From an optimization exercise on the open Yosys and OpenROAD flow, aimed at a short achievable clock period and few clock cycles; shortcuts taken in it are not production practice. Only simulation tests tie the RTL to the original design; equivalence was not proved. No activity file was given, so power comes from the tool's default toggle rates.

## mips_cpu
module mips_cpu(rst,clk,imem_addr,imem_rdata,dmem_addr,dmem_wdata,dmem_we,dmem_rdata);
Size: about 8300 cells after synthesis, roughly 160 I/O pins, ~0.075 mm² of cells after synthesis.
Settings: LEC_CHECK=0, ABC_CLOCK_PERIOD_IN_PS=3000, CAP_MARGIN=20, CORE_MARGIN=2, CORE_UTILIZATION=40, PLACE_DENSITY=0.55, SLEW_MARGIN=20; clock period 12.0 ns.
standard.sh (not shown) runs the stock make flow with config.mk's settings and CLKGATE_MAP_FILE= SYNTH_SCRIPT=/design/flow/synth_recipe.tcl, a recipe that flattens the netlist after the stock synthesis.
==> flow/flow/run.sh <==
#!/bin/bash
# Layout flow: the standard ORFS flow (standard.sh: the standard synthesis script,
# floorplan, power grid, placement, CTS and routing), with these changes in how the
# layout is made, none in what is measured (the SDC, clock period and I/O constraints
# are the design's own):
#  - the I/O port buffers are buf_8 cells rather than the delay buffer that
#    buffer_ports picks by itself;
#  - besides the platform's own don't-use cells, the slow cells with four
#    transistors in series (or4*, nor4*, a2111*, o2111*, o41*, a41*) and the ones with
#    three p-transistors in series (or3*, nor3*, o31*, o311*, o32*, a311*), listed in
#    flow/extra_dont_use.txt) are not used;
#  - after the global-route timing repair, flow/post_grt.tcl repairs the max slew and
#    max capacitance violations that repair's moves may leave.
# Each ORFS step's full log is in orfs/logs/; make's own output is in flow_make.log.
set -euo pipefail
here=$(cd "$(dirname "$0")" && pwd)
plat=$(sed -n '/^export DONT_USE_CELLS/,/^#/p' "$FLOW_HOME/platforms/sky130hd/config.mk" \
       | grep -o 'sky130_fd_sc_hd__[a-z0-9_]*' | tr '\n' ' ')
extra=$(tr '\n' ' ' < "$here/extra_dont_use.txt")
bash standard.sh SETUP_SLACK_MARGIN=8.5 TNS_END_PERCENT=100 \
  "BUFFER_PORTS_ARGS=-buffer_cell sky130_fd_sc_hd__buf_8" \
  "DONT_USE_CELLS=$plat $extra" "POST_GLOBAL_ROUTE_TCL=$here/post_grt.tcl" finish > flow_make.log 2>&1
Other scripts of this flow, unchanged in this note and not shown: flow/flow/extra_dont_use.txt, flow/flow/post_grt.tcl
The starting point completed without violations.
Testbench counts at the start, summed over its fixed seeds: cycles 56,620.
Edit:
--- a/flow/design.v
+++ b/flow/design.v
@@ -131,19 +131,21 @@
     output [31:0] dmem_wdata;   
     output        dmem_we;      
     input  [31:0] dmem_rdata;   
     reg [29:0] pc;              
     reg [29:0] pcn;             
     reg        e_kill;          
     reg        e_wen, e_lw, e_sw, e_beq, e_pred, e_fok, e_addi;
     reg [31:0] e_nimm;          
     reg [4:0]  e_rd;
-    reg [31:0] e_rsl, e_rsh, e_rtl, e_rth, e_bl, e_bh;
+    reg [31:0] e_rsl, e_rsh, e_rtl, e_rth;
+    reg        e_isrc;          
+    reg [31:0] e_imm32;
     reg        e_rs4, e_rt4;
     reg        e_rs4n, e_rt4n;   
     reg [15:0] e_imm;
     reg [4:0]  e_sh;
     reg        e_fb_l;
     reg        s_add, s_sub, s_and, s_or, s_slt, s_sll, s_srl;
     reg [29:0] e_npc;
     reg        m_wen, m_lw;
     reg [4:0]  m_rd;
@@ -202,21 +204,18 @@
     wire zknown = e_addi & ~e_kill & (((rt == 5'd0) & fa_m) | ((rs == 5'd0) & fb_m));
     wire f_pred = f_beq & (zknown ? e_az : ((rs == rt) | ins[15]));
     wire        mispredict;
     wire [29:0] redirect;
     wire [31:0] res;
     wire [31:0] a, bf, b;    
     wire [31:0] wb;
     wire [31:0] imm32 = {{16{ins[15]}}, ins[15:0]};
     wire        isrc  = f_ri | f_sw;
-    wire ra_m = fa_m, ra_w = ~fa_m & fa_w, ra_r = ~fa_m & ~fa_w;
-    wire rb_m = fb_m, rb_w = ~fb_m & fb_w, rb_r = ~fb_m & ~fb_w;
-    wire bb_m = rb_m & ~isrc, bb_w = rb_w & ~isrc, bb_r = rb_r & ~isrc;
     wire [29:0] pc_next = mispredict ? redirect :
                           stall      ? pci :
                           f_j        ? jt :
                           f_pred     ? bt : npc;
     always @(negedge rst or posedge clk) begin
         if (!rst) begin
             pc  <= 30'd0;
             pcn <= {30{1'b1}};
             e_kill <= 1'b0;
@@ -235,39 +234,39 @@
         e_pred <= f_pred;
         e_addi <= f_addi & f_wen;
         e_nimm <= 32'd0 - {{16{ins[15]}}, ins[15:0]};
         e_fok  <= fok;
         e_rd   <= f_dst;
         e_rs4  <= rs[4];
         e_rt4  <= rt[4];
         e_rs4n <= ~rs[4];
         e_rt4n <= ~rt[4];
-        e_rsl  <= ({32{ra_m}} & res) | ({32{ra_w}} & wb) | ({32{ra_r}} & rsl);
-        e_rsh  <= ({32{ra_m}} & res) | ({32{ra_w}} & wb) | ({32{ra_r}} & rsh);
-        e_rtl  <= ({32{rb_m}} & res) | ({32{rb_w}} & wb) | ({32{rb_r}} & rtl);
-        e_rth  <= ({32{rb_m}} & res) | ({32{rb_w}} & wb) | ({32{rb_r}} & rth);
-        e_bl   <= ({32{bb_m}} & res) | ({32{bb_w}} & wb) | ({32{bb_r}} & rtl) | ({32{isrc}} & imm32);
-        e_bh   <= ({32{bb_m}} & res) | ({32{bb_w}} & wb) | ({32{bb_r}} & rth) | ({32{isrc}} & imm32);
+        e_rsl  <= fa_m ? res : fa_w ? wb : rsl;
+        e_rsh  <= fa_m ? res : fa_w ? wb : rsh;
+        e_rtl  <= fb_m ? res : fb_w ? wb : rtl;
+        e_rth  <= fb_m ? res : fb_w ? wb : rth;
+        e_isrc <= isrc;
+        e_imm32 <= imm32;
         e_imm  <= ins[15:0];
         e_sh   <= ins[10:6];
         e_fb_l <= fb_m & ev_lw;
         s_add  <= f_add | f_addi | f_lw | f_sw;
         s_sub  <= f_sub;
         s_and  <= f_and;
         s_or   <= f_or | f_ori;
         s_slt  <= f_slt;
         s_sll  <= f_sll;
         s_srl  <= f_srl;
         e_npc  <= npc;
     end
     assign a  = {e_rs4n ? e_rsl[31:16] : e_rsh[31:16], e_rs4 ? e_rsh[15:0] : e_rsl[15:0]};
-    assign bf = e_rt4 ? e_rth : e_rtl;
-    assign b  = e_rt4n ? e_bl : e_bh;
+    assign bf = {e_rt4n ? e_rtl[31:16] : e_rth[31:16], e_rt4 ? e_rth[15:0] : e_rtl[15:0]};
+    assign b  = e_isrc ? e_imm32 : bf;
     wire [31:0] sum, diff;
     wire        nborrow;
     ks_add #(32) add0 (.a(a), .b(b), .ci(1'b0), .s(sum), .co());
     ks_add #(32) sub0 (.a(a), .b(~bf), .ci(1'b1), .s(diff), .co(nborrow));
     assign res = ({32{s_add}} & sum)
                     | ({32{s_sub}} & diff)
                     | ({32{s_and}} & (a & bf))
                     | ({32{s_or}}  & (a | b))
                     | ({32{s_slt}} & {31'd0, ~nborrow})
Result:
- The new run produced a clean layout
- worst hold slack stays flat
- maximum frequency drops by 0.61%
- non-clock buffer count drops by 237
- die area drops by 2.2%
- combinational power drops by 8.1%
Testbench counts after the change, summed over its fixed seeds: cycles 56,620.

==> separate check: timing with driven ports <==
No port has a modelled driver above. Below, the same layouts with a new extraction and two added sets of constraints. Step 1, drivers: a clkbuf_16 drives clk and a buf_2 each remaining input, both assumed. Step 2 moves the port delays by t, midway between the first and last clock arrival at a register: inputs arrive t later, outputs are due t later. That takes back most of the time a late clock gives input paths. Three values: ideal, step 1, step 2; two values: the first two.
run | t, ns | setup slack, ns | latest minus earliest clock arrival (ns)
the first run | 0.922 | 7.946 / 7.952 / 7.030 | 0.050 / 0.050
the second run | 0.907 | 7.921 / 7.961 / 7.054 | 0.039 / 0.039
After both steps setup and hold are still met in every run listed. The setup slack of the first run, which loses most, moves by +0.006 ns with the drivers and by -0.916 ns with both steps.
